Source: an optimization exercise on an open RTL-to-GDS flow (aim: small area). Production flows keep margins and buffers that such runs may drop. Only simulation tests tie the RTL to the original design; equivalence was not proved. No driver is modelled on the clock port, so clocking that relies on it looks cheaper here than on a real chip. Power is estimated from default activity; no workload was simulated.

==> flow/flow/run.sh <==
#!/bin/bash
# Layout flow: the standard synthesis; then an inverter-reduction pass on
# the synthesized netlist (flow/polopt.py: full adders built on complemented
# signals where that saves inverters, registers untouched); then the standard flow's
# standard layout with small port buffers (buf_1) and a clock tree of
# clkbuf_4/clkbuf_8 cells without dummy loads.
set -euo pipefail
bash standard.sh synth > synth.log 2>&1
R=orfs/results/sky130hd/ecg_hr/base
cp $R/1_2_yosys.v 1_2_yosys.std.v
python3 flow/polopt.py 1_2_yosys.std.v $R/1_2_yosys.v > polopt.log 2>&1
rm -f $R/1_synth.odb
bash standard.sh \
  "BUFFER_PORTS_ARGS=-buffer_cell sky130_fd_sc_hd__buf_1" \
  "CTS_ARGS=-sink_clustering_enable -repair_clock_nets -dont_use_dummy_load -buf_list {sky130_fd_sc_hd__clkbuf_4 sky130_fd_sc_hd__clkbuf_8}" \
  finish > layout.log 2>&1
==> flow/flow/polopt.py <==
#!/usr/bin/env python3
"""Inverter reduction on a mapped sky130hd netlist (one flat module).

Full adders are self-dual: complementing all three inputs complements both
outputs.  This pass chooses, for every fa cell, whether to build it on the
complemented signals, and for every xor/xnor cell which of the two to use, so
that as few inverters as possible are needed.  Inverter and buffer chains are
collapsed first; a single inverter per signal then provides its complement
where one is still needed.  Registers and every other cell are left as they
are.

usage: polopt2.py IN.v OUT.v
"""
import re
import sys
import collections

src = open(sys.argv[1]).read()
m = re.search(r'^(.*?\bmodule\b.*?;)(.*?)(\bendmodule\b.*)$', src, re.S)
head, body, tail = m.group(1), m.group(2), m.group(3)

# split body into declarations and instances
inst_re = re.compile(r'^\s*(sky130_fd_sc_hd__\w+)\s+(\S+)\s*\((.*?)\);\s*$', re.S | re.M)
insts = []
for mm in inst_re.finditer(body):
    typ, name, pb = mm.group(1), mm.group(2), mm.group(3)
    pins = [(p, n.strip()) for p, n in re.findall(r'\.(\w+)\(([^()]*)\)', pb)]
    insts.append({'type': typ[17:], 'name': name, 'pins': pins})
decl = inst_re.sub('', body)
if re.search(r'\bassign\b', decl):
    sys.exit('assign statements not supported')

OUT = {'X', 'Y', 'Q', 'Q_N', 'SUM', 'COUT', 'HI', 'LO'}
ports_out = set()
for mm in re.finditer(r'^\s*output\s+(\[(\d+):(\d+)\]\s*)?(\w+)\s*;', decl, re.M):
    if mm.group(1):
        hi, lo = int(mm.group(2)), int(mm.group(3))
        for i in range(min(hi, lo), max(hi, lo) + 1):
            ports_out.add('%s[%d]' % (mm.group(4), i))
    else:
        ports_out.add(mm.group(4))


def norm(n):
    return n[1:] if n.startswith('\\') else n


def is_inv(t): return re.match(r'(inv|clkinv)_\d+$', t) is not None
def is_buf(t): return re.match(r'(buf|clkbuf)_\d+$', t) is not None
def is_fa(t): return re.match(r'fa_\d+$', t) is not None
def is_xor(t): return re.match(r'x(n)?or[23]_\d+$', t) is not None


drv = {}
for i, c in enumerate(insts):
    for p, n in c['pins']:
        if p in OUT:
            drv[n] = (i, p)

memo = {}


def base(n):
    """(base net, parity) of net n through inverter and buffer chains."""
    if n in memo:
        return memo[n]
    d = drv.get(n)
    r = (n, 0)
    if d is not None:
        c = insts[d[0]]
        if is_inv(c['type']) or is_buf(c['type']):
            a = dict(c['pins'])['A']
            if a != 'clk':
                b, p = base(a)
                r = (b, p ^ (1 if is_inv(c['type']) else 0))
    memo[n] = r
    return r


chain = set(i for i, c in enumerate(insts)
            if (is_inv(c['type']) or is_buf(c['type'])) and dict(c['pins'])['A'] != 'clk')
# an output port driven by a chain cell keeps that cell (its input is rewired)
keep = set()
for n in ports_out:
    d = drv.get(n)
    if d is not None and d[0] in chain:
        keep.add(d[0])

fa = [i for i, c in enumerate(insts) if is_fa(c['type'])]
faset = set(fa)
xo = set(i for i, c in enumerate(insts) if is_xor(c['type']))
# fa cells whose outputs are output ports stay as they are
fixed = set(i for i in fa if any(n in ports_out for p, n in insts[i]['pins'] if p in OUT))

# consumers: (cell index, pin, base, parity) ; chain cells other than kept ones vanish
cons = collections.defaultdict(list)
for i, c in enumerate(insts):
    if i in chain and i not in keep:
        continue
    for p, n in c['pins']:
        if p in OUT or p == 'CLK':
            continue
        if i in keep:
            b, par = base(n)
            cons[b].append((i, p, par))
            continue
        b, par = base(n)
        cons[b].append((i, p, par))
for n in ports_out:
    d = drv.get(n)
    if d is None or d[0] not in chain:
        b, par = base(n)
        cons[b].append((None, n, par))

flip = {i: 0 for i in fa}
xpol = {}  # xor cell index -> output polarity chosen (0 as mapped)


def provided(b):
    d = drv.get(b)
    if d is None:
        return 0
    if d[0] in faset:
        return flip[d[0]]
    if d[0] in xo:
        return xpol.get(d[0], 0)
    return 0


def need(b, i, par):
    if i is not None and i in faset:
        return par ^ flip[i]
    if i is not None and i in xo:
        return None  # any polarity
    return par


def cost(b):
    pv = provided(b)
    ns = set(need(b, i, par) for i, p, par in cons[b])
    ns.discard(None)
    return 1 if any(x != pv for x in ns) else 0


touch = {i: set() for i in fa}
for i in fa:
    for p, n in insts[i]['pins']:
        if p in OUT:
            touch[i].add(n)
        elif p != 'CLK':
            touch[i].add(base(n)[0])
# bases touched by xor inputs matter for xor output choice only via its output
allb = set(cons.keys())


def xor_choose():
    for i in xo:
        outn = [n for p, n in insts[i]['pins'] if p in OUT][0]
        if outn in ports_out:
            xpol[i] = 0
            continue
        ns = [need(outn, j, par) for j, p, par in cons[outn]]
        ns = [x for x in ns if x is not None]
        xpol[i] = 1 if ns and all(x == 1 for x in ns) else 0


xor_choose()
before = sum(cost(b) for b in allb)
for it in range(20):
    changed = False
    for i in fa:
        if i in fixed:
            continue
        tb = set(touch[i])
        c0 = sum(cost(b) for b in tb)
        flip[i] ^= 1
        c1 = sum(cost(b) for b in tb)
        if c1 < c0:
            changed = True
        else:
            flip[i] ^= 1
    xor_choose()
    if not changed:
        break
after = sum(cost(b) for b in allb)

# ---------------------------------------------------------------- rewrite
newwires = []
newinsts = []
cnt = [0]


def fresh():
    cnt[0] += 1
    n = 'pol_n%d' % cnt[0]
    newwires.append(n)
    return n


netfor = {}  # (base, polarity) -> net


def get_net(b, pol):
    key = (b, pol)
    if key in netfor:
        return netfor[key]
    pv = provided(b)
    if pol == pv:
        raise RuntimeError('provided net missing for %s' % b)
    src = netfor[(b, pv)]
    if pol == 0:
        n = b  # the true value keeps the original name
    else:
        n = fresh()
    cnt[0] += 1
    newinsts.append(('inv_1', 'pol_i%d' % cnt[0], [('A', src), ('Y', n)]))
    netfor[key] = n
    return n


# provided nets
for b in allb | set(drv.keys()):
    d = drv.get(b)
    if d is not None and d[0] in chain:
        continue
    pv = provided(b)
    if pv == 0:
        netfor[(b, 0)] = b
    else:
        netfor[(b, 1)] = fresh()
# inputs (no driver)
for b in allb:
    if b not in drv:
        netfor[(b, 0)] = b

out = []
for i, c in enumerate(insts):
    if i in chain and i not in keep:
        continue
    t = c['type']
    pins = []
    for p, n in c['pins']:
        if p == 'CLK':
            pins.append((p, n))
        elif p in OUT:
            if i in keep:
                pins.append((p, n))
            elif (i in faset and flip[i]) or (i in xo and xpol.get(i, 0)):
                pins.append((p, netfor[(n, 1)]))
            else:
                pins.append((p, n))
        else:
            b, par = base(n)
            if i in keep:
                pins.append((p, get_net(b, par)))
            elif i in faset:
                pins.append((p, get_net(b, par ^ flip[i])))
            elif i in xo:
                pv = provided(b)
                pins.append((p, get_net(b, pv)))
            else:
                pins.append((p, get_net(b, par)))
    if i in xo:
        # parity of the input complements taken, plus the chosen output polarity
        flips = 0
        for p, n in c['pins']:
            if p in OUT or p == 'CLK':
                continue
            b, par = base(n)
            flips ^= par ^ provided(b)
        flips ^= xpol.get(i, 0)
        if flips:
            mm2 = re.match(r'x(n?)or([23])_(\d+)$', t)
            t = ('xor' if mm2.group(1) else 'xnor') + mm2.group(2) + '_' + mm2.group(3)
            if mm2.group(2) == '2':
                op = 'X' if t.startswith('xor') else 'Y'
                pins = [((op if p in ('X', 'Y') else p), n) for p, n in pins]
    out.append((t, c['name'], pins))
# output ports read straight from a base
for b in allb:
    for i, p, par in cons[b]:
        if i is None:
            if netfor.get((b, par)) != p:
                n = get_net(b, par)
                if n != p:
                    cnt[0] += 1
                    newinsts.append(('buf_1', 'pol_b%d' % cnt[0], [('A', n), ('X', p)]))

lines = []
for t, name, pins in out + newinsts:
    pl = ',\n'.join('    .%s(%s%s)' % (p, n, ' ' if n.startswith('\\') else '') for p, n in pins)
    lines.append('  sky130_fd_sc_hd__%s %s (\n%s\n  );\n' % (t, name, pl))
wdecl = ''.join('  wire %s;\n' % w for w in newwires)
decl_lines = decl.rstrip() + '\n' + wdecl
open(sys.argv[2], 'w').write(head + decl_lines + ''.join(lines) + tail)
nin = sum(1 for c in insts if is_inv(c['type']))
nbuf = sum(1 for c in insts if is_buf(c['type']))
nin2 = sum(1 for t, n, p in out + newinsts if is_inv(t))
nbuf2 = sum(1 for t, n, p in out + newinsts if is_buf(t))
sys.stderr.write('polopt: cost %d -> %d, inverters %d -> %d, buffers %d -> %d, fa flipped %d\n'
                 % (before, after, nin, nin2, nbuf, nbuf2, sum(flip.values())))
==> flow/standard.sh <==
#!/bin/bash
# synth_recipe.tcl (not shown) runs the flow's synth.tcl, then flattens the netlist and writes it again
# the make line also repeats each setting of config.mk as NAME=value (left out here)
make -C /OpenROAD-flow-scripts/flow DESIGN_CONFIG=/design/flow/config.mk WORK_HOME=/design/flow/orfs CLKGATE_MAP_FILE= SYNTH_SCRIPT=/design/flow/synth_recipe.tcl "${@:-finish}"
==> flow/config.mk <==
export PLATFORM = sky130hd
export DESIGN_NAME = ecg_hr
export DESIGN_NICKNAME = ecg_hr
export VERILOG_FILES = /design/flow/design.v
export SDC_FILE = /design/flow/constraint.sdc
export NUM_CORES = 4
export LEC_CHECK = 0
export ABC_AREA = 1
export CAP_MARGIN = 20
export CORE_MARGIN = 2
export CORE_UTILIZATION = 70
export PLACE_DENSITY = 0.8
export SLEW_MARGIN = 20
==> flow/constraint.sdc <==
create_clock -name core_clock -period 10.0 [get_ports {clk}]
set_input_delay 2.0000 -clock core_clock [delete_from_list [all_inputs] [get_ports {clk}]]
set_output_delay 2.0000 -clock core_clock [all_outputs]
set_load 0.01 [all_outputs]
==> flow/design.v <==
module rca #(parameter N = 8) (a, b, ci, s, co);
input  [N-1:0] a, b;
input          ci;
output [N-1:0] s;
output         co;
wire   [N:0]   c;
assign c[0] = ci;
genvar i;
generate for (i = 0; i < N; i = i + 1) begin : g
	assign s[i]   = a[i] ^ b[i] ^ c[i];
	assign c[i+1] = (a[i] & b[i]) | (c[i] & (a[i] ^ b[i]));
end endgenerate
assign co = c[N];
endmodule
module csa #(parameter N = 8) (a, b, c, s, cy);
input  [N-1:0] a, b, c;
output [N-1:0] s, cy;
assign s  = a ^ b ^ c;
assign cy = (a & b) | (c & (a ^ b));
endmodule
module inc #(parameter N = 8) (a, ci, s);
input  [N-1:0] a;
input          ci;
output [N-1:0] s;
wire   [N:0]   c;
assign c[0] = ci;
genvar i;
generate for (i = 0; i < N; i = i + 1) begin : g
	assign s[i]   = a[i] ^ c[i];
	assign c[i+1] = a[i] & c[i];
end endgenerate
endmodule
module ecg_tbase (clk, rst, spi, tick, tick_rise);
input  clk, rst;
output spi, tick, tick_rise;
reg [5:0] tb;
always @(posedge clk)
	if (rst) tb <= 6'd0;
	else     tb <= (tb == 6'd50) ? 6'd1 : tb + 6'd1;
assign spi  = (tb == 6'd10) | (tb == 6'd20) | (tb == 6'd30) |
              (tb == 6'd40) | (tb == 6'd50);
assign tick = (tb >= 6'd25) & (tb <= 6'd49);
assign tick_rise = (tb == 6'd25);
endmodule
module ecg_filt (clk, rst, sample_clk, adc_va, L);
input         clk, rst, sample_clk;
input  [13:0] adc_va;
output [19:0] L;
reg s_old;
wire ev = sample_clk & ~s_old;
reg  [19:0] Hb, Y, Lb, Mb;
reg  [10:0] Tb;
reg         hc;
wire [19:0] nvs = ~{{12{adc_va[13]}}, adc_va[13:6]};
wire [19:0] s1, c1, s2, c2;
csa #(20) u_h1 (.a(Y), .b(Hb), .c({adc_va, 6'b000001}), .s(s1), .cy(c1));
csa #(20) u_h2 (.a(s1), .b({c1[18:0], 1'b1}), .c(nvs), .s(s2), .cy(c2));
wire [13:0] Hn_lo;
wire [5:0]  Hn_hi;
wire        c14;
rca #(14) u_hlo (.a(s2[13:0]), .b({c2[12:0], 1'b0}), .ci(1'b0), .s(Hn_lo), .co(c14));
rca #(6)  u_hhi (.a(s2[19:14]), .b(c2[18:13]), .ci(1'b0), .s(Hn_hi), .co());
wire [5:0]  Hb_fix = Hb[19:14] - {5'd0, hc};
wire [19:0] Yn;
rca #(20) u_yn (.a(Y), .b({{11{Hb[19]}}, Hb[19:11]}), .ci(1'b1), .s(Yn), .co());
wire [13:0] z1, zc, Z;
csa #(14) u_z1 (.a(~{{2{Lb[19]}}, Lb[19:8]}), .b({{3{Tb[10]}}, Tb}), .c({{3{Hb[19]}}, Hb[19:9]}), .s(z1), .cy(zc));
rca #(14) u_z2 (.a(z1), .b({zc[12:0], 1'b1}), .ci(1'b1), .s(Z), .co());
wire [19:0] Mbn;
rca #(20) u_mn (.a(Lb), .b({{6{Z[13]}}, Z}), .ci(1'b0), .s(Mbn), .co());
assign L = ~Lb;
always @(posedge clk)
	if (rst) begin
		s_old <= 1'b0; hc <= 1'b0;
		Hb <= 20'hfffff; Y <= 20'd0;
		Lb <= 20'hfffff; Mb <= 20'hfffff; Tb <= 11'h7ff;
	end else begin
		s_old <= sample_clk;
		hc <= ev & c14;
		if (ev)
			Hb <= ~{Hn_hi, Hn_lo};
		else
			Hb[19:14] <= Hb_fix;
		if (ev) begin
			Y <= Yn;
			Lb <= Mb;
			Mb <= Mbn;
			Tb <= Hb[19:9];
		end
	end
endmodule
module ecg_beat (clk, rst, L, adc_vb, mono, bp);
input         clk, rst;
input  [19:0] L;
input  [13:0] adc_vb;
output        mono, bp;
wire [13:0] ca = {~L[19], L[18:6]};
wire [13:0] cb = {adc_vb[13], ~adc_vb[12:0]};
wire [14:0] cc;
assign cc[0] = |L[5:0];
genvar i;
generate for (i = 0; i < 14; i = i + 1) begin : g_cmp
	assign cc[i+1] = (ca[i] & cb[i]) | (cc[i] & (ca[i] | cb[i]));
end endgenerate
wire gt = cc[14];
reg overthr, ot_old, mono_old, bp;
reg  [12:0] mc;
wire mz   = (mc[11:0] == 12'd0);
wire trig = overthr & ~ot_old;
assign mono = mc[12] | ~mz;
always @(posedge clk)
	if (rst) begin
		overthr <= 1'b0; ot_old <= 1'b0; mono_old <= 1'b0;
		bp <= 1'b0; mc <= 13'd0;
	end else begin
		overthr <= gt;
		ot_old <= overthr;
		if (mz)
			mc <= trig ? 13'd3184 : 13'd0;
		else
			mc <= {mc[11:0], mc[12] ^ mc[3] ^ mc[2] ^ mc[0]};
		mono_old <= mono;
		if (mono & ~mono_old) bp <= ~bp;
	end
endmodule
module ecg_pcnt (clk, rst, clr, cedge, pc);
input         clk, rst, clr, cedge;
output [15:0] pc;
reg pend;
reg [7:0] c1, c2;
wire [7:0] c1n, c2n;
inc #(8) u_c1 (.a(c1), .ci(cedge), .s(c1n));
inc #(8) u_c2 (.a(c2), .ci(pend), .s(c2n));
always @(posedge clk)
	if (rst | clr) begin
		pend <= 1'b0; c1 <= 8'd0; c2 <= 8'd0;
	end else begin
		pend <= cedge & (&c1);
		c1 <= c1n;
		c2 <= c2n;
	end
assign pc = {c2, c1};
endmodule
module ecg_hrdiv (clk, rst, hev, pc, hr_bcd);
input         clk, rst, hev;
input  [15:0] pc;
output [11:0] hr_bcd;
reg [15:0] bper, mb;
reg [1:0]  qh, hh;
reg [3:0]  qt, qu, ht, hu;
reg        busy;
wire [15:0] mbx = hev ? ~16'd60000 : mb;
wire [15:0] dsum;
wire        brw;
rca #(16) u_div (.a(mbx), .b(bper), .ci(1'b0), .s(dsum), .co(brw));
wire [1:0] xh = hev ? 2'd0 : qh;
wire [3:0] xt = hev ? 4'd0 : qt;
wire [3:0] xu = hev ? 4'd0 : qu;
wire u9   = (xu == 4'd9);
wire t9   = (xt == 4'd9);
wire w255 = (xh == 2'd2) & (xt == 4'd5) & (xu == 4'd5);
wire act = hev | busy;
always @(posedge clk) begin
	if (hev) bper <= pc;
	mb <= dsum;
	busy <= act & ~brw;
	if (w255) begin
		qh <= 2'd0; qt <= 4'd0; qu <= 4'd0;
	end else begin
		qu <= u9 ? 4'd0 : xu + 4'd1;
		qt <= u9 ? (t9 ? 4'd0 : xt + 4'd1) : xt;
		qh <= (u9 & t9) ? xh + 2'd1 : xh;
	end
end
always @(posedge clk)
	if (rst) begin
		hh <= 2'd0; ht <= 4'd0; hu <= 4'd0;
	end else if (act & brw) begin
		hh <= xh; ht <= xt; hu <= xu;
	end
assign hr_bcd = {2'b00, hh, ht, hu};
endmodule
module ecg_hr (clk, rst, sample_clk, adc_va, adc_vb,
               spi_sck, dac_a, beat, led, hr_bcd);
input         clk;
input         rst;
input         sample_clk;
input  [13:0] adc_va;
input  [13:0] adc_vb;
output        spi_sck;
output [11:0] dac_a;
output        beat;
output [7:0]  led;
output [11:0] hr_bcd;
wire tick, tick_rise, mono, bp;
wire [19:0] L;
wire [15:0] pc;
ecg_tbase u_tb (.clk(clk), .rst(rst), .spi(spi_sck), .tick(tick), .tick_rise(tick_rise));
ecg_filt  u_f  (.clk(clk), .rst(rst), .sample_clk(sample_clk), .adc_va(adc_va), .L(L));
ecg_beat  u_b  (.clk(clk), .rst(rst), .L(L), .adc_vb(adc_vb), .mono(mono), .bp(bp));
reg nbp_old;
always @(posedge clk)
	if (rst) nbp_old <= 1'b0;
	else     nbp_old <= ~bp;
wire hev = ~bp & ~nbp_old;
wire cedge = bp & (tick_rise | (tick & nbp_old));
ecg_pcnt  u_pc (.clk(clk), .rst(rst), .clr(~mono & ~bp), .cedge(cedge), .pc(pc));
ecg_hrdiv u_hr (.clk(clk), .rst(rst), .hev(hev), .pc(pc), .hr_bcd(hr_bcd));
assign dac_a = {~L[19], L[18:8]};
assign beat  = mono;
assign led   = pc[9:2];
endmodule
==> flow_metrics.tcl, run 1 <==
set metrics [dict create \
    avgSynthCellArea_um2 10.0 \
    rows 42 \
    fin_area_um2 10300 \
    antenna_found_initial 0 \
    port_buffers 62 \
    fmax_mhz 106 \
    final_common_cell "dfxtp_1" \
    drv_slew 0 \
    peakVddDrop_mv 0.211 \
    clk_latency_ns 0.45 \
    post-cts-setup-buffers 0 \
    postRouteAntennaNets 0 \
    crit_path_start_kind "flop" \
    gp_congestion 0.822 \
    wl_per_cell_um 14.5 \
    cts_tree "built" \
    required_ns 10.33 \
    grt_use_total_pct 26.4 \
    fin_crit_ns 9.44 \
    fin_util_pct 77.3 \
    cp-end-kind "flop" \
    ios 65 \
    dr.pass1.iters 5 \
    synth_warnings 6 \
    vias 6542 \
    p_per_area_nw_per_um2 296 \
    place_area_um2 10100 \
    num_antenna_cells 0 \
    via_per_inst 5.40 \
    grt_pass1_vias 6469 \
    nNetsFinal 1227 \
    grt_pass1_wl_um 30300 \
    core-area_um2 13300 \
    fill_cells 963 \
    die_y_um 122 \
    rsz0062_at_grt "false" \
    grt_max_degree 93 \
    max-cap-violations 0 \
    clkTransAtPathRegs_ns 0.08 \
    postCtsHoldBufs 0 \
    fin_crit_sh_pct 94.4 \
    final_cell_mix "dfxtp_1, inv_1, nor2_1, fa_1, nand2_1" \
    start_util_pct 72.4 \
    syn_to_final_growth_pct 6.78 \
    dpl.hpwl_um 12600 \
    path_class "reg -> reg" \
    cts_buffers 17 \
    dieArea_um2 14800 \
    syn_area_um2 9670 \
    first_iter_violations 507 \
    cts-resized-gates 0 \
    hold_path_class "reg -> reg" \
    cts_buffer_depth 2 \
    tightest_slew_ns 0.889 \
    drc 0 \
    routed_wl_um 17600 \
    drive_gt1_share_pct 4.44 \
    die_width_um 122 \
    hold_violations 0 \
    crit_arrival_ns 9.77 \
    syn_inst 962 \
    h-tree-depth 4 \
    relSlewSlack_pct 40.8 \
    cts.sinks 187 \
    crit_fanout 4 \
    clock_skew_ns 0.0150 \
    cts_root_buffer "clkbuf_8" \
    overflow 0 \
    worst_hold_slack_ns 0.414 \
    p_leak_nw 4.64 \
    setup_viol 0 \
    status "finished clean" \
    finalSetupTns_ns 0 \
]
## final cells by class
| type | count | area (µm²) | area share, % |
|---|---|---|---|
| multi-input cells | 616 | 5130 | 49.7 |
| clock buffers | 17 | 234 | 2.27 |
| flip-flops and latches | 187 | 3900 | 37.8 |
| inverters | 148 | 556 | 5.38 |
| well taps | 176 | 220 | 2.13 |
| repair buffers | 68 | 279 | 2.70 |
## power by group
| part | total (mW) | internal (mW) | switching (mW) |
|---|---|---|---|
| clock | 0.375 | 0.151 | 0.225 |
| combinational | 1.59 | 0.725 | 0.864 |
| sequential | 1.09 | 0.951 | 0.141 |
| total | 3.06 | 1.83 | 1.23 |
## per-layer routing
metal | vias to the layer above | global-route usage, % | wire length, µm
met1 | 3144 | 34.6 | 7540
met4 | 0 | 7.69 | 277
met3 | 25 | 6.53 | 890
met2 | 154 | 44.1 | 8860
met5 | - | 0 | 0
li1 | 3219 | - | -
## worst paths after layout
check / start / to / slack, ns / cells after the start
worst min-delay path: u_b.overthr$_SDFF_PP0_ / u_b.ot_old$_SDFF_PP0_ / 0.41 / 2
worst max register to register: u_f.Hb[11]$_SDFFE_PP1P_ / u_f.Y[19]$_SDFFE_PP0P_ / 0.56 / 24
worst max-delay path: u_f.Hb[11]$_SDFFE_PP1P_ / u_f.Y[19]$_SDFFE_PP0P_ / 0.56 / 24
worst min register to register: u_b.overthr$_SDFF_PP0_ / u_b.ot_old$_SDFF_PP0_ / 0.41 / 2
## flip-flops by register name (all words and copies together) (netlist names), 11 cells and up
signal and cells:
u_b.mc 13, u_f.Hb 20, u_f.Lb 20, u_f.Mb 20
u_f.Tb 11, u_f.Y 20, u_hr.bper 16, u_hr.mb 16
## critical path, cell delays in order, from the launching register on
cell and delay (ns):
dfxtp_1 0.35, inv_1 0.12, ha_1 0.16, inv_1 0.05, fa_1 0.45, fa_1 0.46
fa_1 0.46, fa_1 0.46, fa_1 0.46, fa_1 0.46, fa_1 0.50, fa_1 0.48
fa_1 0.46, fa_1 0.46, fa_1 0.46, fa_1 0.47, fa_1 0.46, fa_1 0.47
fa_1 0.47, fa_1 0.46, fa_1 0.47, fa_1 0.45, xnor2_1 0.13, o21ai_0 0.14
inv_1 0.05
## stage by stage
stage          setup WS (ns)  instances  power [mW]
2_1_floorplan          0.714        963        2.29
3_3_place_gp           0.674       1195        2.62
3_5_place_dp           0.506       1195        2.70
4_1_cts                0.499       1212        3.11
5_1_grt               0.0905       1212        3.44
6_report               0.560       1212        3.06
==> run 2: changes to the inputs <==
==> flow/flow/run.sh (replaced) <==
#!/bin/bash
# Layout flow.
#  1. the standard synthesis (bash standard.sh synth).
#  2. flow/polopt.py: full adders built on complemented signals where that
#     saves inverters; inverter and buffer chains collapsed.
#  3. Yosys/ABC area re-mapping of the plain logic gates only: registers,
#     full and half adders and tie cells are kept as they are (same instances,
#     same names), everything else is re-mapped with ORFS's ABC area script.
#  4. flow/polopt.py again, then the standard layout from this netlist,
#     with small port buffers (buf_1) and a clock tree of clkbuf_4/clkbuf_8
#     cells without dummy loads.
set -euo pipefail
LIB=$FLOW_HOME/platforms/sky130hd/lib/sky130_fd_sc_hd__tt_025C_1v80.lib
YOSYS=$(command -v yosys || echo "$FLOW_HOME/../tools/install/yosys/bin/yosys")
R=orfs/results/sky130hd/ecg_hr/base

bash standard.sh synth > synth.log 2>&1
cp $R/1_2_yosys.v 1_2_yosys.std.v
python3 flow/polopt.py 1_2_yosys.std.v net_pol1.v > polopt1.log 2>&1

DONT=$(sed -n '/DONT_USE_CELLS += /,/^#/p' $FLOW_HOME/platforms/sky130hd/config.mk | grep -o 'sky130_fd_sc_hd__[a-z0-9_]*' | sed 's/^/-dont_use /' | tr '\n' ' ')
KEEP="sky130_fd_sc_hd__fa_1 sky130_fd_sc_hd__fa_2 sky130_fd_sc_hd__fa_4 sky130_fd_sc_hd__ha_1 sky130_fd_sc_hd__ha_2 sky130_fd_sc_hd__ha_4 sky130_fd_sc_hd__dfxtp_1 sky130_fd_sc_hd__edfxtp_1 sky130_fd_sc_hd__conb_1"
cat > remap.ys <<EOY
read_liberty -ignore_miss_func $LIB
setattr -mod -set keep_hierarchy 1 $KEEP
read_verilog net_pol1.v
hierarchy -top ecg_hr
flatten
opt -purge
abc -liberty $LIB $DONT -dont_use sky130_fd_sc_hd__fa_1 -dont_use sky130_fd_sc_hd__fa_2 -dont_use sky130_fd_sc_hd__fa_4 -dont_use sky130_fd_sc_hd__ha_1 -dont_use sky130_fd_sc_hd__ha_2 -dont_use sky130_fd_sc_hd__ha_4 -script $FLOW_HOME/scripts/abc_area.script
opt_clean -purge
rename -hide w:_*_.*
splitnets
opt_clean -purge
insbuf -buf sky130_fd_sc_hd__buf_1 A X
select ecg_hr
write_verilog -noattr -nohex -nodec -selected net_remap.v
EOY
$YOSYS -s remap.ys > remap.log 2>&1
python3 flow/polopt.py net_remap.v net_pol2.v > polopt2.log 2>&1
cp net_pol2.v $R/1_2_yosys.v
rm -f $R/1_synth.odb
bash standard.sh \
  "BUFFER_PORTS_ARGS=-buffer_cell sky130_fd_sc_hd__buf_1" \
  "CTS_ARGS=-sink_clustering_enable -repair_clock_nets -dont_use_dummy_load -buf_list {sky130_fd_sc_hd__clkbuf_4 sky130_fd_sc_hd__clkbuf_8}" \
  finish > layout.log 2>&1
==> run 2 against run 1 <==
Compared with the run above: the run now fails in global routing (5_1_grt); synthesized cell count decreased by 13%; area after synthesis decreased by 13%.
==> flow_metrics.tcl, run 2 <==
set metrics [dict create \
    cts-resized-gates 0 \
    dp.cells 1048 \
    start_util_pct 72.6 \
    gp_congestion 0.837 \
    h-tree-depth 4 \
    place_area_um2 8870 \
    cts_buffer_depth 2 \
    dpl.hpwl_um 12800 \
    synth_warnings 6 \
    dp_slack_ns 0.380 \
    cts_root_buffer "clkbuf_8" \
    syn_inst 836 \
    rows 39 \
    die_y_um 114 \
    grt_max_degree 65 \
    post-cts-setup-buffers 0 \
    ios 65 \
    syn_area_um2 8390 \
    firstError "[ERROR RSZ-0074] Failed to build tree from global routes for pin '_1675_/SUM' and net 'pol_n25' at grid (93150, 79350): found route to 2 pins, expected 3" \
    avgSynthCellArea_um2 10.0 \
    postCtsHoldBufs 0 \
    cts_buffers 17 \
    port_buffers 62 \
    haltStage "global routing (5_1_grt)" \
    die_width_um 114 \
    status "stopped before the end" \
]
## run 2: power by group through the flow
stage	registers [mW]	logic, mW	clock network (mW)
CTS	0.912	1.51	0.356
detailed placement	0.925	1.50	0
global placement	0.914	1.40	0
floorplan	0.912	1.13	0
## run 2: worst max path at each step
stage / end / cells past startpoint / startpoint
global placement: u_f.Y[19]$_SDFFE_PP0P_ / 25 / u_f.Hb[11]$_SDFFE_PP1P_
detailed placement: u_f.Y[19]$_SDFFE_PP0P_ / 25 / u_f.Hb[11]$_SDFFE_PP1P_
CTS: u_f.Y[19]$_SDFFE_PP0P_ / 25 / u_f.Hb[11]$_SDFFE_PP1P_
floorplan: u_f.Y[19]$_SDFFE_PP0P_ / 25 / u_f.Hb[11]$_SDFFE_PP1P_
## run 2: stage by stage
step / util (%) / power (mW)
floorplan: - / 2.04
global placement: 76.7 / 2.31
detailed placement: 76.7 / 2.42
CTS: 78.7 / 2.78
==> run 3: changes to the inputs <==
==> flow/flow/run.sh (replaced) <==
#!/bin/bash
# Layout flow.
#  1. the standard synthesis (bash standard.sh synth).
#  2. flow/polopt.py: full adders built on complemented signals where that
#     saves inverters; inverter and buffer chains collapsed.
#  3. Yosys/ABC area re-mapping of the plain logic gates only
#     (flow/abc_remap.script): registers, full and half adders and tie cells
#     are kept as they are (same instances, same names).
#  4. the standard layout from this netlist, with small port buffers
#     (buf_1) and a clock tree of clkbuf_4/clkbuf_8 cells without dummy loads.
# Each tool writes its full output to a log file here.
set -euo pipefail
LIB=$FLOW_HOME/platforms/sky130hd/lib/sky130_fd_sc_hd__tt_025C_1v80.lib
YOSYS=$(command -v yosys || echo "$FLOW_HOME/../tools/install/yosys/bin/yosys")
R=orfs/results/sky130hd/ecg_hr/base

bash standard.sh synth > synth.log 2>&1
cp $R/1_2_yosys.v 1_2_yosys.std.v
python3 flow/polopt.py 1_2_yosys.std.v net_pol.v > polopt.log 2>&1

DONT=$(sed -n '/DONT_USE_CELLS += /,/^#/p' $FLOW_HOME/platforms/sky130hd/config.mk | grep -o 'sky130_fd_sc_hd__[a-z0-9_]*' | sed 's/^/-dont_use /' | tr '\n' ' ')
KEEP="sky130_fd_sc_hd__fa_1 sky130_fd_sc_hd__fa_2 sky130_fd_sc_hd__fa_4 sky130_fd_sc_hd__ha_1 sky130_fd_sc_hd__ha_2 sky130_fd_sc_hd__ha_4 sky130_fd_sc_hd__dfxtp_1 sky130_fd_sc_hd__edfxtp_1 sky130_fd_sc_hd__conb_1"
cat > remap.ys <<EOY
read_liberty -ignore_miss_func $LIB
setattr -mod -set keep_hierarchy 1 $KEEP
read_verilog net_pol.v
hierarchy -top ecg_hr
flatten
opt -purge
abc -liberty $LIB $DONT -dont_use sky130_fd_sc_hd__fa_1 -dont_use sky130_fd_sc_hd__fa_2 -dont_use sky130_fd_sc_hd__fa_4 -dont_use sky130_fd_sc_hd__ha_1 -dont_use sky130_fd_sc_hd__ha_2 -dont_use sky130_fd_sc_hd__ha_4 -script $PWD/flow/abc_remap.script
opt_clean -purge
rename -hide w:_*_.*
splitnets
opt_clean -purge
insbuf -buf sky130_fd_sc_hd__buf_1 A X
select ecg_hr
write_verilog -noattr -nohex -nodec -selected net_remap.v
EOY
$YOSYS -s remap.ys > remap.log 2>&1
cp net_remap.v $R/1_2_yosys.v
rm -f $R/1_synth.odb
bash standard.sh \
  "BUFFER_PORTS_ARGS=-buffer_cell sky130_fd_sc_hd__buf_1" \
  "CTS_ARGS=-sink_clustering_enable -repair_clock_nets -dont_use_dummy_load -buf_list {sky130_fd_sc_hd__clkbuf_8} -sink_clustering_size 24 -sink_clustering_max_diameter 60" \
  finish > layout.log 2>&1
==> flow/flow/abc_remap.script (new file) <==
strash
&get -n
&dch -f
&nf -R 1000 -p
&put
strash
&get -n
&dch -f
&nf -R 1000 -p
&put
topo
stime -c
--- a/flow/flow/polopt.py
+++ b/flow/flow/polopt.py
@@ -190,9 +190,14 @@
 cnt = [0]
 
 
+pfx = 'pol'
+while re.search(r'\b' + pfx + r'_[ni]\d', src):
+    pfx += 'x'
+
+
 def fresh():
     cnt[0] += 1
-    n = 'pol_n%d' % cnt[0]
+    n = pfx + '_n%d' % cnt[0]
     newwires.append(n)
     return n
 
@@ -213,7 +218,7 @@
     else:
         n = fresh()
     cnt[0] += 1
-    newinsts.append(('inv_1', 'pol_i%d' % cnt[0], [('A', src), ('Y', n)]))
+    newinsts.append(('inv_1', pfx + '_i%d' % cnt[0], [('A', src), ('Y', n)]))
     netfor[key] = n
     return n
 
@@ -284,7 +289,7 @@
                 n = get_net(b, par)
                 if n != p:
                     cnt[0] += 1
-                    newinsts.append(('buf_1', 'pol_b%d' % cnt[0], [('A', n), ('X', p)]))
+                    newinsts.append(('buf_1', pfx + '_b%d' % cnt[0], [('A', n), ('X', p)]))
 
 lines = []
 for t, name, pins in out + newinsts:
==> run 3 against run 2 <==
Compared with the run above: the run now finishes clean; synthesized cell count fell by 7.9%; area after synthesis rose by 8.1%.
==> flow_metrics.tcl, run 3 <==
set metrics [dict create \
    tightest_slew_ns 0.956 \
    worstReg2RegEnd "u_f.Mb[19]$_SDFFE_PP1P_" \
    fmax_mhz 105 \
    postCtsHoldBufs 0 \
    worstHoldEndpoint "u_hr.bper[11]$_DFFE_PP_" \
    rsz0062_at_grt "false" \
    status "finished clean" \
    crit_arrival_ns 9.88 \
    cts_buffer_depth 2 \
    cts_root_buffer "clkbuf_8" \
    grt_use_total_pct 27.1 \
    syn_area_um2 9070 \
    crit_path_start_kind "flop" \
    synth_warnings 6 \
    clkTransAtPathRegs_ns 0.09 \
    gp_congestion 0.861 \
    fin_area_um2 9820 \
    peakVddDrop_mv 0.227 \
    num_antenna_cells 0 \
    die_y_um 118 \
    cts.sinks 187 \
    h-tree-depth 4 \
    ios 65 \
    crit_fanout 2 \
    p_leak_nw 3.83 \
    first_iter_violations 431 \
    grt_max_degree 66 \
    drive_gt1_share_pct 3.51 \
    drc 0 \
    setup_viol 0 \
    hold_path_startpoint "u_pc.c2[3]$_SDFF_PP0_" \
    overflow 0 \
    final_cell_mix "dfxtp_1, fa_1, nor2_1, clkinv_1, buf_1" \
    final_cells 1027 \
    dr.pass1.iters 5 \
    avgSynthCellArea_um2 11.8 \
    dp.cells 1010 \
    relSlewSlack_pct 36.3 \
    grt_pass1_vias 6219 \
    cts_tree "built" \
    fin_crit_sh_pct 95.0 \
    dieArea_um2 13900 \
    core-area_um2 12600 \
    max-cap-violations 0 \
    p_per_area_nw_per_um2 298 \
    dpl.hpwl_um 12900 \
    die_width_um 118 \
    fin_util_pct 77.8 \
    drv_slew 0 \
    routed_wl_um 16900 \
    rows 41 \
    hold_violations 0 \
    place_area_um2 9580 \
    rrSetupSlack_ns 0.50 \
    cts_buffers 17 \
    hold_path_class "reg -> reg" \
    via_per_inst 5.65 \
    port_buffers 62 \
    grt_pass1_wl_um 29700 \
    hold_depth 0 \
    postRouteAntennaNets 0 \
    cp-end-kind "flop" \
    start_util_pct 71.9 \
    rr_worst_depth 24 \
    syn_to_final_growth_pct 8.25 \
    wl_per_cell_um 16.4 \
    required_ns 10.38 \
    finalSetupTns_ns 0 \
    clock_skew_ns 0.0253 \
    finalPower_mw 2.92 \
    cts-resized-gates 0 \
    syn_inst 770 \
    clk_latency_ns 0.46 \
    r2r-start "u_f.Tb[1]$_SDFFE_PP1P_" \
    vias 5806 \
    fin_crit_ns 9.50 \
    path_class "reg -> reg" \
    final_common_cell "dfxtp_1" \
    nNetsFinal 1046 \
    post-cts-setup-buffers 0 \
    antenna_found_initial 0 \
]
-- run 3: report_power, final --
part | leakage [nW] | internal, mW | switching (mW) | total (mW)
clock | 0.122 | 0.150 | 0.223 | 0.374
sequential | 1.57 | 0.944 | 0.113 | 1.06
combinational | 2.14 | 0.697 | 0.794 | 1.49
total | 3.83 | 1.79 | 1.13 | 2.92
-- run 3: worst max-delay path, cell delays in order, from the launching register on --
cell and delay (ns):
dfxtp_1 0.32, clkinv_1 0.10, fa_1 0.50, ha_1 0.33, fa_1 0.46, fa_1 0.44
fa_1 0.42, fa_1 0.42, fa_1 0.42, fa_1 0.44, fa_1 0.43, fa_1 0.43
fa_2 0.39, fa_1 0.43, fa_1 0.42, fa_1 0.42, fa_1 0.42, fa_1 0.43
fa_1 0.43, fa_1 0.45, fa_1 0.44, fa_1 0.41, xor2_1 0.18, xnor2_1 0.15
o21ai_0 0.15
-- run 3: area by class of cell --
cell class | instances | area, µm²
tap | 172 | 215
inverter | 64 | 240
multi-input combinational | 519 | 4950
timing repair buffer | 68 | 279
sequential | 187 | 3900
clock buffer | 17 | 234
fill | 851 | 2800
-- run 3: through the flow --
stage	worst slack [ns]	hold slack [ns]
after floorplan	0.705	0.415
after global placement	0.562	0.417
after detailed placement	0.305	0.422
after CTS	0.289	0.445
after global routing	0.0129	0.467
final	0.498	0.446
-- run 3: worst max-delay path by stage --
stage	start	end	slack [ns]
after detailed placement	u_f.Lb[8]$_SDFFE_PP1P_	u_f.Mb[19]$_SDFFE_PP1P_	0.30
after global placement	u_f.Lb[8]$_SDFFE_PP1P_	u_f.Mb[19]$_SDFFE_PP1P_	0.56
after floorplan	u_f.Lb[8]$_SDFFE_PP1P_	u_f.Mb[19]$_SDFFE_PP1P_	0.70
after global routing	u_f.Tb[1]$_SDFFE_PP1P_	u_f.Mb[19]$_SDFFE_PP1P_	0.01
final	u_f.Tb[1]$_SDFFE_PP1P_	u_f.Mb[19]$_SDFFE_PP1P_	0.50
after CTS	u_f.Lb[8]$_SDFFE_PP1P_	u_f.Mb[19]$_SDFFE_PP1P_	0.29
-- run 3: metal layers --
metal	up-vias	wire length, µm	track usage, %
met5	-	0	0
met4	0	378	10.0
met3	39	799	4.84
met2	170	8200	43.3
met1	2845	7500	37.6
li1	2752	-	-
==> run 4: changes to the inputs <==
--- a/flow/flow/run.sh
+++ b/flow/flow/run.sh
@@ -41,5 +41,5 @@
 rm -f $R/1_synth.odb
 bash standard.sh \
   "BUFFER_PORTS_ARGS=-buffer_cell sky130_fd_sc_hd__buf_1" \
-  "CTS_ARGS=-sink_clustering_enable -repair_clock_nets -dont_use_dummy_load -buf_list {sky130_fd_sc_hd__clkbuf_8} -sink_clustering_size 24 -sink_clustering_max_diameter 60" \
+  "CTS_ARGS=-sink_clustering_enable -repair_clock_nets -dont_use_dummy_load -buf_list {sky130_fd_sc_hd__clkbuf_4 sky130_fd_sc_hd__clkbuf_8}" \
   finish > layout.log 2>&1
==> run 4 against run 3 <==
Compared with the run above: first-iteration DRC count is 32% lower; hold slack worse by 0.0085 ns; sequential share of layout area unchanged; core utilization did not move; global-route usage fell by 0.075 points; combinational power barely moved; largest cell class unchanged; final area stayed put; die area did not move; clock skew shrank 0.0026 ns; largest power group unchanged.
==> flow_metrics.tcl, run 4 <==
set metrics [dict create \
    die_y_um 118 \
    nNetsFinal 1046 \
    die_width_um 118 \
    crit_path_start_kind "flop" \
    cts_buffer_depth 2 \
    hold_violations 0 \
    first_iter_violations 291 \
    grt_pass1_wl_um 29500 \
    cts_tree "built" \
    setup_viol 0 \
    crit_top_cell "fa_1" \
    path_depth 24 \
    finalPower_mw 2.92 \
    crit_slowest_cell "fa_1" \
    peakVddDrop_mv 0.218 \
    num_antenna_cells 0 \
    p_seq_share_pct 36.2 \
    cp-end-kind "flop" \
    switching_share_pct 38.7 \
    h-tree-depth 4 \
    post-cts-setup-buffers 0 \
    grt_pass1_vias 6172 \
    vias 5823 \
    rr_worst_depth 24 \
    worstHoldEndpoint "u_hr.bper[11]$_DFFE_PP_" \
    dr.pass1.iters 4 \
    tightest_slew_ns 0.879 \
    grt_use_total_pct 27.0 \
    drive_gt1_share_pct 3.39 \
    final_cell_mix "dfxtp_1, fa_1, nor2_1, clkinv_1, buf_1" \
    routed_wl_um 16900 \
    clkTransAtPathRegs_ns 0.09 \
    fin_crit_sh_pct 95.6 \
    crit_family "adder cells" \
    place_area_um2 9580 \
    fmax_mhz 105 \
    path_class "reg -> reg" \
    drv_slew 0 \
    port_buffers 62 \
    dpl.hpwl_um 12900 \
    crit_fanout 3 \
    clk_latency_ns 0.46 \
    rows 41 \
    final_common_cell "dfxtp_1" \
    required_ns 10.39 \
    p_per_area_nw_per_um2 297 \
    rrSetupSlack_ns 0.44 \
    wl_per_cell_um 16.4 \
    fin_ws_ns 0.441 \
    syn_area_um2 9070 \
    p_clk_share_pct 12.8 \
    syn_to_final_growth_pct 8.25 \
    fin_area_um2 9820 \
    hold_path_class "reg -> reg" \
    core-area_um2 12600 \
    syn_inst 770 \
    cts_root_buffer "clkbuf_8" \
    crit_arrival_ns 9.95 \
    drc 0 \
    p_int_mw 1.79 \
    gp_congestion 0.861 \
    via_per_inst 5.67 \
    worstReg2RegEnd "u_f.Mb[19]$_SDFFE_PP1P_" \
    p_switching_mw 1.13 \
    rsz0062_at_grt "false" \
    antenna_found_initial 0 \
    cts_buffers 17 \
    start_util_pct 71.9 \
    path_cells "clkinv_1 -> fa_1 -> ha_1 -> fa_1 -> fa_1 -> fa_1 -> fa_1 -> fa_1 -> fa_1 -> fa_1 -> fa_1 -> fa_2 -> fa_1 -> fa_1 -> fa_1 -> fa_1 -> fa_1 -> fa_1 -> fa_1 -> fa_1 -> fa_1 -> xor2_1 -> xnor2_1 -> o21ai_0" \
    clock_skew_ns 0.0226 \
    crit_buf_inv 1 \
    ios 65 \
    cp_slowest_stage_delay_ns 0.46 \
    fin_crit_ns 9.56 \
    status "finished clean" \
    dp_slack_ns 0.301 \
    finalSetupTns_ns 0 \
    grt_max_degree 66 \
    max-cap-violations 0 \
    postRouteAntennaNets 0 \
    r2r-start "u_f.Hb[10]$_SDFFE_PP1P_" \
    p_leak_nw 3.82 \
    hold_path_startpoint "u_pc.c2[3]$_SDFF_PP0_" \
    synth_warnings 6 \
    dieArea_um2 13900 \
    avgSynthCellArea_um2 11.8 \
    overflow 0 \
    relSlewSlack_pct 41.4 \
    hold_depth 0 \
    cts.sinks 187 \
    comb_power_share_pct 51.0 \
]
## run 4: changes by cell type in the layout (fill, tap and decap cells not counted), sizes merged
| cell | previous run | this run |
|---|---|---|
| inv | 2 | 1 |
| clkinv | 62 | 63 |
## run 4: routing by layer
metal  part of all wire [%]  up-vias  GRT usage [%]
met5                      0        -              0
met4                    2.0        0           10.2
met3                    5.6       34           5.18
met2                     49      160           43.6
met1                     43     2867           36.8
li1                       -     2762              -
## run 4: layout make-up
| cell class | count | area, µm² |
|---|---|---|
| Multi-Input combinational cell | 519 | 4950 |
| Clock buffer | 17 | 234 |
| Inverter | 64 | 240 |
| Sequential cell | 187 | 3900 |
| Tap cell | 172 | 215 |
| Timing Repair Buffer | 68 | 279 |
| Fill cell | 837 | 2800 |
## run 4: worst max path at each step
stage / start / endpoint
after CTS: u_f.Lb[8]$_SDFFE_PP1P_ / u_f.Mb[19]$_SDFFE_PP1P_
after floorplan: u_f.Lb[8]$_SDFFE_PP1P_ / u_f.Mb[19]$_SDFFE_PP1P_
final: u_f.Hb[10]$_SDFFE_PP1P_ / u_f.Mb[19]$_SDFFE_PP1P_
after detailed placement: u_f.Lb[8]$_SDFFE_PP1P_ / u_f.Mb[19]$_SDFFE_PP1P_
after global routing: u_f.Hb[10]$_SDFFE_PP1P_ / u_f.Mb[19]$_SDFFE_PP1P_
after global placement: u_f.Lb[8]$_SDFFE_PP1P_ / u_f.Mb[19]$_SDFFE_PP1P_
## run 4: worst reg2reg max path: cells and delay by family, from the launching register on
family	cells	cell delay [ns]
adders and majority gates	20	8.50
DFF	1	0.37
xor gates and xnor gates	2	0.33
AOI/OAI and AO/OA	1	0.15
buffers and inverters	1	0.14
## run 4: metrics by stage
stage | utilization [%] | hold WS, ns | std cells
after floorplan | - | 0.415 | 771
after global placement | 75.9 | 0.417 | 1010
after detailed placement | 75.9 | 0.422 | 1010
after CTS | 77.8 | 0.441 | 1027
after global routing | 77.8 | 0.462 | 1027
final | 77.8 | 0.437 | 1027
## run 4: what timing repair did
item                                    CTS  global route
hold buffers                              0             0
gates resized for setup                   0             2
endpoints found under the hold margin     0             0
endpoints found under the setup margin    0             1
## run 4: power by group through the flow
| stage | sequential (mW) | combinational, mW | clock [mW] |
|---|---|---|---|
| after floorplan | 1.06 | 1.13 | 0 |
| after global placement | 1.06 | 1.39 | 0 |
| after detailed placement | 1.07 | 1.51 | 0 |
| after CTS | 1.06 | 1.52 | 0.385 |
| after global routing | 1.08 | 1.76 | 0.411 |
| final | 1.06 | 1.49 | 0.373 |
==> run 5: changes to the inputs <==
--- a/flow/flow/run.sh
+++ b/flow/flow/run.sh
@@ -42,4 +42,5 @@
 bash standard.sh \
   "BUFFER_PORTS_ARGS=-buffer_cell sky130_fd_sc_hd__buf_1" \
   "CTS_ARGS=-sink_clustering_enable -repair_clock_nets -dont_use_dummy_load -buf_list {sky130_fd_sc_hd__clkbuf_4 sky130_fd_sc_hd__clkbuf_8}" \
+  "RECOVER_POWER=100" \
   finish > layout.log 2>&1
--- a/flow/flow/polopt.py
+++ b/flow/flow/polopt.py
@@ -291,8 +291,32 @@
                     cnt[0] += 1
                     newinsts.append(('buf_1', pfx + '_b%d' % cnt[0], [('A', n), ('X', p)]))
 
+# half and full adders with an unused output become smaller gates
+allc = out + newinsts
+used = collections.Counter()
+for t, name, pins in allc:
+    for p, n in pins:
+        if p not in OUT:
+            used[n] += 1
+for n in ports_out:
+    used[n] += 1
+shrunk = 0
+for k, (t, name, pins) in enumerate(allc):
+    d = dict(pins)
+    if re.match(r'ha_\d+$', t):
+        if used[d['SUM']] == 0:
+            allc[k] = ('and2_1', name, [('A', d['A']), ('B', d['B']), ('X', d['COUT'])])
+            shrunk += 1
+        elif used[d['COUT']] == 0:
+            allc[k] = ('xor2_1', name, [('A', d['A']), ('B', d['B']), ('X', d['SUM'])])
+            shrunk += 1
+    elif re.match(r'fa_\d+$', t):
+        if used[d['SUM']] == 0:
+            allc[k] = ('maj3_1', name, [('A', d['A']), ('B', d['B']), ('C', d['CIN']), ('X', d['COUT'])])
+            shrunk += 1
+
 lines = []
-for t, name, pins in out + newinsts:
+for t, name, pins in allc:
     pl = ',\n'.join('    .%s(%s%s)' % (p, n, ' ' if n.startswith('\\') else '') for p, n in pins)
     lines.append('  sky130_fd_sc_hd__%s %s (\n%s\n  );\n' % (t, name, pl))
 wdecl = ''.join('  wire %s;\n' % w for w in newwires)
@@ -302,5 +326,5 @@
 nbuf = sum(1 for c in insts if is_buf(c['type']))
 nin2 = sum(1 for t, n, p in out + newinsts if is_inv(t))
 nbuf2 = sum(1 for t, n, p in out + newinsts if is_buf(t))
-sys.stderr.write('polopt: cost %d -> %d, inverters %d -> %d, buffers %d -> %d, fa flipped %d\n'
-                 % (before, after, nin, nin2, nbuf, nbuf2, sum(flip.values())))
+sys.stderr.write('polopt: cost %d -> %d, inverters %d -> %d, buffers %d -> %d, fa flipped %d, adders shrunk %d\n'
+                 % (before, after, nin, nin2, nbuf, nbuf2, sum(flip.values()), shrunk))
==> run 5 against run 4 <==
Compared with the run above: worst setup slack better by 0.022 ns; final area down 0.90%; clock-buffer cell count unchanged; sequential share of layout area up 0.36 points; first-iteration DRC count up 35%; the layout now fails its checks (max-capacitance violations, max-slew violations); area after synthesis down 0.88%; die area down 0.85%; sequential cell count unchanged; non-clock buffer count up 1; cell count down 0.78%; global-route usage up 0.44 points; synthesized cell count down 1.2%.
==> flow_metrics.tcl, run 5 <==
set metrics [dict create \
    crit_fanout 4 \
    cts_buffer_depth 2 \
    dieArea_um2 13800 \
    final_cells 1019 \
    final_common_cell "dfxtp_1" \
    crit_family "adder cells" \
    grt_pass1_vias 6230 \
    drive_gt1_share_pct 3.07 \
    fin_crit_ns 9.54 \
    clock_skew_ns 0.0201 \
    crit_top_cell "fa_1" \
    synth_warnings 6 \
    clkTransAtPathRegs_ns 0.08 \
    grt_max_degree 67 \
    hold_depth 2 \
    max-cap-violations 3 \
    cp-end-kind "flop" \
    syn_to_final_growth_pct 8.22 \
    cts.sinks 187 \
    crit_path_start_kind "flop" \
    rr_worst_depth 26 \
    post-cts-setup-buffers 0 \
    overflow 0 \
    via_per_inst 5.65 \
    fill_cells 853 \
    first_iter_violations 392 \
    path_class "reg -> reg" \
    hold_path_class "reg -> reg" \
    crit_arrival_ns 9.88 \
    fin_util_pct 77.4 \
    gp_congestion 0.850 \
    dp.cells 1002 \
    grt_pass1_wl_um 29800 \
    dp_slack_ns 0.206 \
    die_width_um 117 \
    drv_slew 140 \
    finalSetupTns_ns 0 \
    vias 5762 \
    syn_area_um2 8990 \
    fmax_mhz 105 \
    crit_slowest_cell "fa_1" \
    num_antenna_cells 0 \
    required_ns 10.34 \
    port_buffers 62 \
    syn_inst 761 \
    finalPower_mw 3.03 \
    die_y_um 117 \
    so.violations "max-capacitance violations, max-slew violations" \
    clk_latency_ns 0.45 \
    fin_ws_ns 0.463 \
    start_util_pct 71.6 \
    cts_buffers 17 \
    drc 0 \
    grt_use_total_pct 27.5 \
    final_cell_mix "dfxtp_1, fa_1, nor2_1, clkinv_1" \
    routed_wl_um 17100 \
    dpl.hpwl_um 12900 \
    cts_root_buffer "clkbuf_8" \
    worst_hold_slack_ns 0.443 \
    setup_viol 0 \
    rows 41 \
    place_area_um2 9510 \
    ios 65 \
    p_leak_nw 3.75 \
    cp_slowest_stage_delay_ns 0.45 \
    peakVddDrop_mv 0.222 \
    antenna_found_initial 0 \
    rsz0062_at_grt "false" \
    nNetsFinal 1033 \
    p_per_area_nw_per_um2 311 \
    wl_per_cell_um 16.8 \
    fin_crit_sh_pct 95.4 \
    postRouteAntennaNets 0 \
    path_depth 26 \
    fin_area_um2 9730 \
    relSlewSlack_pct -97.8 \
    core-area_um2 12600 \
    status "failed layout checks" \
    cts_tree "built" \
    avgSynthCellArea_um2 11.8 \
    crit_buf_inv 2 \
    h-tree-depth 4 \
    dr.pass1.iters 5 \
    tightest_slew_ns 2.97 \
    hold_violations 0 \
]
## run 5: changes by cell type in the layout (fill, tap and decap cells not counted), sizes merged, moves of 2 or more
cell    before  now
o22ai       11    6
a21oi       56   61
ha          37   32
xor2         6    3
nor2        88   83
a22oi       20   23
buf         67   63
a21boi       0    2
o21ai       17   14
nand2b      16   13
clkbuf      18   23
## run 5: final timing paths
| kind | slack [ns] | startpoint | endpoint |
|---|---|---|---|
| worst min-delay path | 0.44 | u_f.Hb[0]$_SDFFE_PP1P_ | u_f.Hb[0]$_SDFFE_PP1P_ |
| worst min register to register | 0.44 | u_f.Hb[0]$_SDFFE_PP1P_ | u_f.Hb[0]$_SDFFE_PP1P_ |
| worst max-delay path | 0.46 | u_f.Lb[8]$_SDFFE_PP1P_ | u_f.Mb[19]$_SDFFE_PP1P_ |
| worst max register to register | 0.46 | u_f.Lb[8]$_SDFFE_PP1P_ | u_f.Mb[19]$_SDFFE_PP1P_ |
## run 5: power breakdown
part | switching (mW) | total, mW | internal, mW
Sequential | 0.129 | 1.08 | 0.955
Clock | 0.223 | 0.374 | 0.151
Combinational | 0.829 | 1.57 | 0.739
## run 5: tightest hold or removal path: stages, from the launching register on
cell      delay (ns)
dfxtp_1         0.30
clkinv_1        0.05
a21oi_1         0.05
## run 5: layout make-up
cell class	instances	area, µm²	area share [%]
timing repair buffer	69	268	2.75
tap	172	215	2.21
clock buffer	17	234	2.40
inverter	65	244	2.51
sequential	187	3900	40.1
multi-input combinational	509	4870	50.0
## run 5: per-layer routing
metal	part of all wire [%]	vias up	global-route usage, %
met4	1.7	0	9.79
met3	4.0	26	4.82
met2	53	147	47.4
met5	0	-	0
li1	-	2735	-
met1	41	2854	35.2
## run 5: what timing repair did
item | CTS | global route
hold buffers | 0 | 0
setup endpoints to repair | 0 | 1
gates resized for setup | 0 | 4
==> run 6: changes to the inputs <==
--- a/flow/flow/run.sh
+++ b/flow/flow/run.sh
@@ -42,5 +42,5 @@
 bash standard.sh \
   "BUFFER_PORTS_ARGS=-buffer_cell sky130_fd_sc_hd__buf_1" \
   "CTS_ARGS=-sink_clustering_enable -repair_clock_nets -dont_use_dummy_load -buf_list {sky130_fd_sc_hd__clkbuf_4 sky130_fd_sc_hd__clkbuf_8}" \
-  "RECOVER_POWER=100" \
+  "POST_CTS_TCL=$PWD/flow/clkdown.tcl" \
   finish > layout.log 2>&1
==> flow/flow/clkdown.tcl (new file) <==
# Run after clock tree synthesis (POST_CTS_TCL): each clkbuf_8 of the clock
# tree is tried as a clkbuf_4 and kept as one if the worst flip-flop clock-pin
# slew (placement parasitics) stays under the target.
proc my_clk_pin_worst_slew {} {
  set w 0
  foreach pin [all_registers -clock_pins -edge_triggered] {
    foreach edge {rise fall} {
      foreach a {min max} {
        set s [get_property $pin slew_${a}_$edge]
        set ps [expr {[sta::time_ui_sta $s] * 1e12}]
        if {$ps > $w} { set w $ps }
      }
    }
  }
  return $w
}
set target 100.0
estimate_parasitics -placement
puts "clkdown: worst clock-pin slew before [my_clk_pin_worst_slew] ps"
set n 0
foreach inst [get_cells *] {
  if {[get_property $inst ref_name] ne "sky130_fd_sc_hd__clkbuf_8"} { continue }
  replace_cell $inst sky130_fd_sc_hd__clkbuf_4
  estimate_parasitics -placement
  set w [my_clk_pin_worst_slew]
  if {$w > $target} {
    replace_cell $inst sky130_fd_sc_hd__clkbuf_8
    estimate_parasitics -placement
  } else {
    incr n
  }
}
puts "clkdown: $n clock buffers now clkbuf_4, worst clock-pin slew [my_clk_pin_worst_slew] ps"
==> run 6 against run 5 <==
Compared with the run above: the run now finishes clean; power decreased by 0.16%; routed wire length is essentially flat; critical path depth shrank 1; clock power is 2% lower; core utilization is 0.070 points higher.
==> flow_metrics.tcl, run 6 <==
set metrics [dict create \
    path_class "reg -> reg" \
    peakVddDrop_mv 0.233 \
    fin_crit_ns 9.53 \
    antenna_found_initial 1 \
    ios 65 \
    crit_path_start_kind "flop" \
    fin_ws_ns 0.466 \
    syn_to_final_growth_pct 8.32 \
    fmax_mhz 105 \
    finalSetupTns_ns 0 \
    nNetsFinal 1033 \
    postRouteAntennaNets 0 \
    synth_warnings 6 \
    die_y_um 117 \
    syn_area_um2 8990 \
    required_ns 10.49 \
    gp_congestion 0.850 \
    grt_pass1_wl_um 29400 \
    setup_viol 0 \
    routed_wl_um 17100 \
    avgSynthCellArea_um2 11.8 \
    final_common_cell "dfxtp_1" \
    dr_wl_met3_um 667 \
    cts.sinks 187 \
    clkTransAtPathRegs_ns 0.09 \
    fin_crit_sh_pct 95.3 \
    status "finished clean" \
    wl_per_cell_um 16.8 \
    dieArea_um2 13800 \
    final_cell_mix "dfxtp_1, fa_1, nor2_1, clkinv_1" \
    dr.pass1.iters 6 \
    p_per_area_nw_per_um2 310 \
    port_buffers 62 \
    crit_arrival_ns 10.02 \
    drive_gt1_share_pct 3.78 \
    hold_violations 0 \
    start_util_pct 71.6 \
    cts_tree "built" \
    first_iter_violations 460 \
    max-cap-violations 0 \
    crit_fanout 2 \
    cp-end-kind "flop" \
    drc 0 \
    clk_latency_ns 0.61 \
    vias 5800 \
    switching_share_pct 39.2 \
    grt_use_total_pct 27.2 \
    dp_slack_ns 0.238 \
    dpl.hpwl_um 12900 \
    relSlewSlack_pct 48.9 \
    highest_layer "met4" \
    syn_inst 761 \
    hold_path_class "reg -> reg" \
    grt_max_degree 67 \
    tightest_slew_ns 0.761 \
    p_switching_mw 1.18 \
    worst_hold_slack_ns 0.439 \
    dr_wl_met2_um 8920 \
    rows 41 \
    p_leak_nw 3.76 \
    p_int_mw 1.84 \
    die_width_um 117 \
    rsz0062_at_grt "false" \
    core-area_um2 12600 \
    p_seq_share_pct 35.8 \
    via_per_inst 5.69 \
    p_clk_share_pct 12.1 \
    clock_skew_ns 0.0343 \
    overflow 0 \
    drv_slew 0 \
    grt_pass1_vias 6112 \
    comb_power_share_pct 52.1 \
    wl_met1_um 7120 \
]
run 6: power groups by stage:
stage / logic [mW] / clock network [mW] / registers (mW)
after global routing: 1.84 / 0.400 / 1.11
after global placement: 1.46 / 0 / 1.09
final: 1.57 / 0.366 / 1.08
after detailed placement: 1.58 / 0 / 1.10
after floorplan: 1.17 / 0 / 1.07
run 6: layout make-up:
type	count	area (µm²)
well taps	172	215
repair buffers	69	287
inverters	65	244
diodes	1	2.50
clock buffers	17	221
flip-flops and latches	187	3900
multi-input cells	509	4870
fillers	820	2830
run 6: metal layers:
metal,global-route usage [%],up-vias
met2,47.2,163
met5,0,-
li1,-,2737
met3,4.62,33
met1,34.8,2867
met4,9.26,0
run 6: final timing paths:
check                                            start                      end  slack (ns)  cells past startpoint
worst min register to register   u_pc.c2[2]$_SDFF_PP0_  u_hr.bper[10]$_DFFE_PP_        0.44                      0
worst max register to register  u_f.Tb[1]$_SDFFE_PP1P_  u_f.Mb[19]$_SDFFE_PP1P_        0.47                     25
worst min-delay path             u_pc.c2[2]$_SDFF_PP0_  u_hr.bper[10]$_DFFE_PP_        0.44                      0
worst max-delay path            u_f.Tb[1]$_SDFFE_PP1P_  u_f.Mb[19]$_SDFFE_PP1P_        0.47                     25
run 6: through the flow:
| stage | total power [mW] | util [%] | instances | cell area [µm²] |
|---|---|---|---|---|
| 2_1_floorplan | 2.24 | - | 762 | 9000 |
| 3_3_place_gp | 2.55 | 75.7 | 1002 | 9510 |
| 3_5_place_dp | 2.68 | 75.7 | 1002 | 9510 |
| 5_1_grt | 3.35 | 77.5 | 1020 | 9740 |
| 6_report | 3.02 | 77.5 | 1020 | 9740 |
run 6: worst max-delay path, stage by stage, from the launching register on:
cell      delay, ns
dfxtp_1        0.32
clkinv_1       0.11
fa_1           0.50
ha_1           0.34
fa_1           0.46
fa_1           0.44
fa_2           0.40
fa_1           0.44
fa_1           0.43
fa_1           0.42
fa_1           0.43
fa_1           0.44
fa_2           0.38
fa_1           0.42
fa_1           0.44
fa_1           0.43
fa_1           0.42
fa_1           0.42
fa_1           0.43
fa_1           0.43
fa_1           0.42
fa_1           0.41
xnor2_1        0.15
a21oi_1        0.14
o21ai_0        0.09
o21a_1         0.11

==> static timing again, ports no longer ideal <==
In the flow no input, the clock included, has a driving cell. The finished layouts below were timed again as built, in two steps.
Step 1 (the two cells are an assumption about what drives the block):
set clk [get_ports {clk}]
set_driving_cell -lib_cell sky130_fd_sc_hd__clkbuf_16 $clk
set_driving_cell -lib_cell sky130_fd_sc_hd__buf_2 [delete_from_list [all_inputs] $clk]
Step 2, shift: input delay + t, output delay - t, t = (earliest + latest rising clock arrival at the registers) / 2. This alone moves slack from input paths to output paths.
Three values: ideal ports, drivers, drivers and shift; two values: the first two.
| run | shift t [ns] | setup slack, ns | clock arrival spread, ns | cell pins on the clock port's net |
|---|---|---|---|---|
| run 1 | 0.478 | 0.560 / 0.560 / 0.560 | 0.018 / 0.018 | 1 |
| run 3 | 0.482 | 0.498 / 0.498 / 0.498 | 0.026 / 0.026 | 1 |
| run 4 | 0.488 | 0.441 / 0.441 / 0.441 | 0.029 / 0.029 | 1 |
| run 5 | 0.478 | 0.463 / 0.463 / 0.463 | 0.022 / 0.022 | 1 |
| run 6 | 0.634 | 0.466 / 0.466 / 0.466 | 0.035 / 0.034 | 1 |
